From an optimization exercise on the open Yosys and OpenROAD flow, aimed at small area, a short achievable clock period and few clock cycles per item; shortcuts taken in it are not production practice.
Only simulation tests tie the RTL to the original design; equivalence was not proved.
Power and IR drop assume default switching activity.

==> run a <==
Design sabcm_32x32, start of the top module:
module sabcm_32x32 (
    input clk,
    input rst_n,
    input start,
    input signed [31:0] operand_a,
    input signed [31:0] operand_b,
    output reg done,
    output wire signed [63:0] product_out,
    output wire [4:0] op_a_leading_bits,
    output wire [4:0] op_b_leading_bits
);
==> module lzc32, before the edit <==
module lzc32 (
    input wire signed [31:0] data_in,
    output wire [4:0] leading_bits
);
    wire [31:0] d = {data_in[30:0] ^ data_in[31:1], 1'b1};
    wire [7:0] nz;
    wire [15:0] c;
    genvar k;
    generate
        for (k = 0; k < 8; k = k + 1) begin : grp
            wire [3:0] g = d[4*k+3:4*k];
            assign nz[k] = |g;
            assign c[2*k+1] = ~(g[3] | g[2]);
            assign c[2*k] = ~g[3] & (g[2] | ~g[1]);
        end
    endgenerate
    wire z7 = ~nz[7], z6 = ~nz[6], z5 = ~nz[5], z4 = ~nz[4];
    wire z3 = ~nz[3], z2 = ~nz[2], z1 = ~nz[1];
    wire hi4 = z7 & z6 & z5 & z4;
    wire i2 = hi4;
    wire i1 = hi4 ? (z3 & z2) : (z7 & z6);
    wire i0 = hi4 ? (z3 & (nz[2] | z1)) : (z7 & (nz[6] | z5));
    wire [2:0] gi = 3'd7 - {i2, i1, i0};
    wire [1:0] lc = {c[2*gi+1], c[2*gi]};
    assign leading_bits = {i2, i1, i0, lc};
endmodule
export LEC_CHECK = 0
export ABC_AREA = 1
export CAP_MARGIN = 20
export CORE_MARGIN = 2
export CORE_UTILIZATION = 50
export CTS_BUF_LIST = sky130_fd_sc_hd__clkbuf_4 sky130_fd_sc_hd__clkbuf_8
export SETUP_SLACK_MARGIN = 4.2
export SLEW_MARGIN = 20
export SYNTH_HIERARCHICAL = 1
export SYNTH_MINIMUM_KEEP_SIZE = 0
create_clock -name core_clock -period 10.0 [get_ports {clk}]
standard.sh (not shown) runs the stock make flow with config.mk's settings and CLKGATE_MAP_FILE= SYNTH_SCRIPT=/design/flow/synth_recipe.tcl, a recipe that flattens the netlist after the stock synthesis.
==> flow/flow/run.sh <==
#!/bin/bash
set -euo pipefail
export BUFFER_PORTS_ARGS="-buffer_cell sky130_fd_sc_hd__buf_2"
bash standard.sh > standard.log 2>&1
==> inputs of run b, as changes to run a <==
--- a/flow/design.v
+++ b/flow/design.v
@@ -10,19 +10,31 @@
     generate
         for (k = 0; k < 8; k = k + 1) begin : grp
-            wire [3:0] g = d[4*k+3:4*k];
-            assign nz[k] = |g;
-            assign c[2*k+1] = ~(g[3] | g[2]);
-            assign c[2*k] = ~g[3] & (g[2] | ~g[1]);
+            lzc_grp4 u_grp (.g(d[4*k+3:4*k]), .nz(nz[k]), .c(c[2*k+1:2*k]));
         end
     endgenerate
-    wire z7 = ~nz[7], z6 = ~nz[6], z5 = ~nz[5], z4 = ~nz[4];
-    wire z3 = ~nz[3], z2 = ~nz[2], z1 = ~nz[1];
-    wire hi4 = z7 & z6 & z5 & z4;
-    wire i2 = hi4;
-    wire i1 = hi4 ? (z3 & z2) : (z7 & z6);
-    wire i0 = hi4 ? (z3 & (nz[2] | z1)) : (z7 & (nz[6] | z5));
-    wire [2:0] gi = 3'd7 - {i2, i1, i0};
-    wire [1:0] lc = {c[2*gi+1], c[2*gi]};
-    assign leading_bits = {i2, i1, i0, lc};
+    wire [7:0] above;   
+    assign above[7] = 1'b1;
+    assign above[6] = ~nz[7];
+    assign above[5] = ~(nz[7] | nz[6]);
+    assign above[4] = ~(nz[7] | nz[6] | nz[5]);
+    assign above[3] = ~(nz[7] | nz[6] | nz[5] | nz[4]);
+    assign above[2] = above[3] & ~nz[3];
+    assign above[1] = above[3] & ~(nz[3] | nz[2]);
+    assign above[0] = above[3] & ~(nz[3] | nz[2] | nz[1]);
+    wire [7:0] first = nz & above;
+    assign leading_bits[4] = above[3];
+    assign leading_bits[3] = first[5] | first[4] | first[1] | first[0];
+    assign leading_bits[2] = first[6] | first[4] | first[2] | first[0];
+    assign leading_bits[1] = |(first & {c[15], c[13], c[11], c[9], c[7], c[5], c[3], c[1]});
+    assign leading_bits[0] = |(first & {c[14], c[12], c[10], c[8], c[6], c[4], c[2], c[0]});
+endmodule
+module lzc_grp4 (
+    input wire [3:0] g,
+    output wire nz,
+    output wire [1:0] c
+);
+    assign nz = |g;
+    assign c[1] = ~(g[3] | g[2]);
+    assign c[0] = ~g[3] & (g[2] | ~g[1]);
 endmodule
 module fa_cell (
Settings changed: CORE_UTILIZATION 50 to 40, PLACE_DENSITY set to 0.7, SETUP_SLACK_MARGIN 4.2 to 4.3.
==> results.txt <==
Run a went through all stages and came out clean. Run b finished clean. In run b the final area is lower than in run a, by 1.4%. Synthesized cell count: run b is lower than run a (about 4%). Against run b, the via count of run a is larger by about 5%. In critical path depth, run b and run a do not differ. In run a the total power is smaller than in run b, by about 1.2%. Clock-buffer cell count: run b is higher than run a (2). Against run b, the routed wire length of run a is higher by about 9%.
Testbench counts of run a, summed over its fixed seeds: cycles 2,408, items 2,400.
Testbench counts of run b, summed over its fixed seeds: cycles 2,408, items 2,400.

==> run B <==
Another version of the RTL of sabcm_32x32 (not shown whole).
clock: 10.0 ns
lec_check: 0
abc_area: 1
cap_margin: 20
core_margin: 2
core_utilization: 40
cts_buf_list: sky130_fd_sc_hd__clkbuf_4 sky130_fd_sc_hd__clkbuf_8
place_density: 0.7
setup_slack_margin: 4.3
slew_margin: 20
synth_hierarchical: 1
synth_minimum_keep_size: 0
Scripts as last shown in full above: flow/flow/run.sh
==> inputs of run X, as changes to run B <==
--- a/flow/config.mk
+++ b/flow/config.mk
@@ -13,3 +13,3 @@
 export PLACE_DENSITY = 0.7
-export SETUP_SLACK_MARGIN = 4.3
+export SETUP_SLACK_MARGIN = 4.4
 export SLEW_MARGIN = 20
@@ -17 +17,2 @@
 export SYNTH_MINIMUM_KEEP_SIZE = 0
+export TNS_END_PERCENT = 30
==> inputs of run M, as changes to run B <==
--- a/flow/config.mk
+++ b/flow/config.mk
@@ -17 +17,2 @@
 export SYNTH_MINIMUM_KEEP_SIZE = 0
+export TNS_END_PERCENT = 10
==> qor summary <==
Result of the run: run X timing/DRC/antenna clean; run M timing/DRC/antenna clean; run B timing/DRC/antenna clean
Switching part of the total: run X 50.4%; run M 50.4%; run B 50.7%
DRT Pass-1 Iters: run X 7; run M 8; run B 7
Routed met3 length: run X 11.1 mm; run M 8.87 mm; run B 9.09 mm
Worst rel slew slack: run X 30.0%; run M 23.7%; run B 24.8%
Slew at the pin closest to its max-slew limit: run X 1.04 ns; run M 1.14 ns; run B 1.12 ns
Detailed Route WL: run X 86.4 mm; run M 80.2 mm; run B 82.2 mm
Fraction of final layout cells with drive strength greater than 1: run X 16.0%; run M 12.4%; run B 13.8%
Highest achievable clock rate: run X 176 MHz; run M 174 MHz; run B 176 MHz
Total clock network power: run X 0.478 mW; run M 0.493 mW; run B 0.456 mW
Metal1 wirelength: run X 31.3 mm; run M 30.6 mm; run B 31.0 mm
Instance count after placement with tap cells included: run X 3595; run M 3598; run B 3594
Post-CTS Resized: run X 110; run M 58; run B 83
Power density cells: run X 328 nW/um^2; run M 339 nW/um^2; run B 333 nW/um^2
Timing startpoint of the critical path: run X operand_b[9]; run M operand_b[23]; run B operand_a[26]
Violation count after the first detailed-route iteration: run X 3437; run M 2701; run B 2746
Multi-input combinational area share: run X 75.1%; run M 77.6%; run B 76.7%
Pwr Total: run X 9.80 mW; run M 9.63 mW; run B 9.63 mW
Data arrival time of the critical path: run X 6.11 ns; run M 6.19 ns; run B 6.13 ns
Cell Area, Placed: run X 27500 sq um; run M 27500 sq um; run B 27500 sq um
Testbench counts of run B, summed over its fixed seeds: cycles 2,408, items 2,400.
Testbench counts of run X, summed over its fixed seeds: cycles 2,408, items 2,400.
Testbench counts of run M, summed over its fixed seeds: cycles 2,408, items 2,400.

## afterwards: timing with drivers on the ports
The results above use ideal ports. As a check the final layouts listed here were re-extracted and re-timed, cells and wires unchanged.
Step 1 assumes that a clkbuf_16 drives the clock port and a buf_2 every other input.
Step 2 times the ports against the registers' clock, not the clock port: input delays grow and output delays shrink by t, the midpoint of the rising clock arrivals with the driver on.
a / b / c = ideal ports / drivers / drivers and shift; a / b = the first two.
| run | t, ns | setup slack, ns | worst setup path at the end | worst slew at a driven data input, ns |
|---|---|---|---|---|
| run a of note 1 | 0.625 | 4.241 / 4.257 / 3.632 | input to register | 0.20 |
| run b of note 1 | 0.649 | 4.354 / 4.236 / 3.659 | input to register | 0.22 |
| run B of note 2 | 0.603 | 4.310 / 4.262 / 3.746 | input to register | 0.22 |
| run X of note 2 | 0.603 | 4.329 / 4.296 / 3.696 | input to register | 0.26 |
| run M of note 2 | 0.618 | 4.253 / 4.205 / 3.670 | input to register | 0.08 |
After both steps setup and hold are still met in every run listed. For run b of note 1, which loses most, drivers alone change the setup slack by -0.118 ns; drivers and shift together by -0.695 ns.
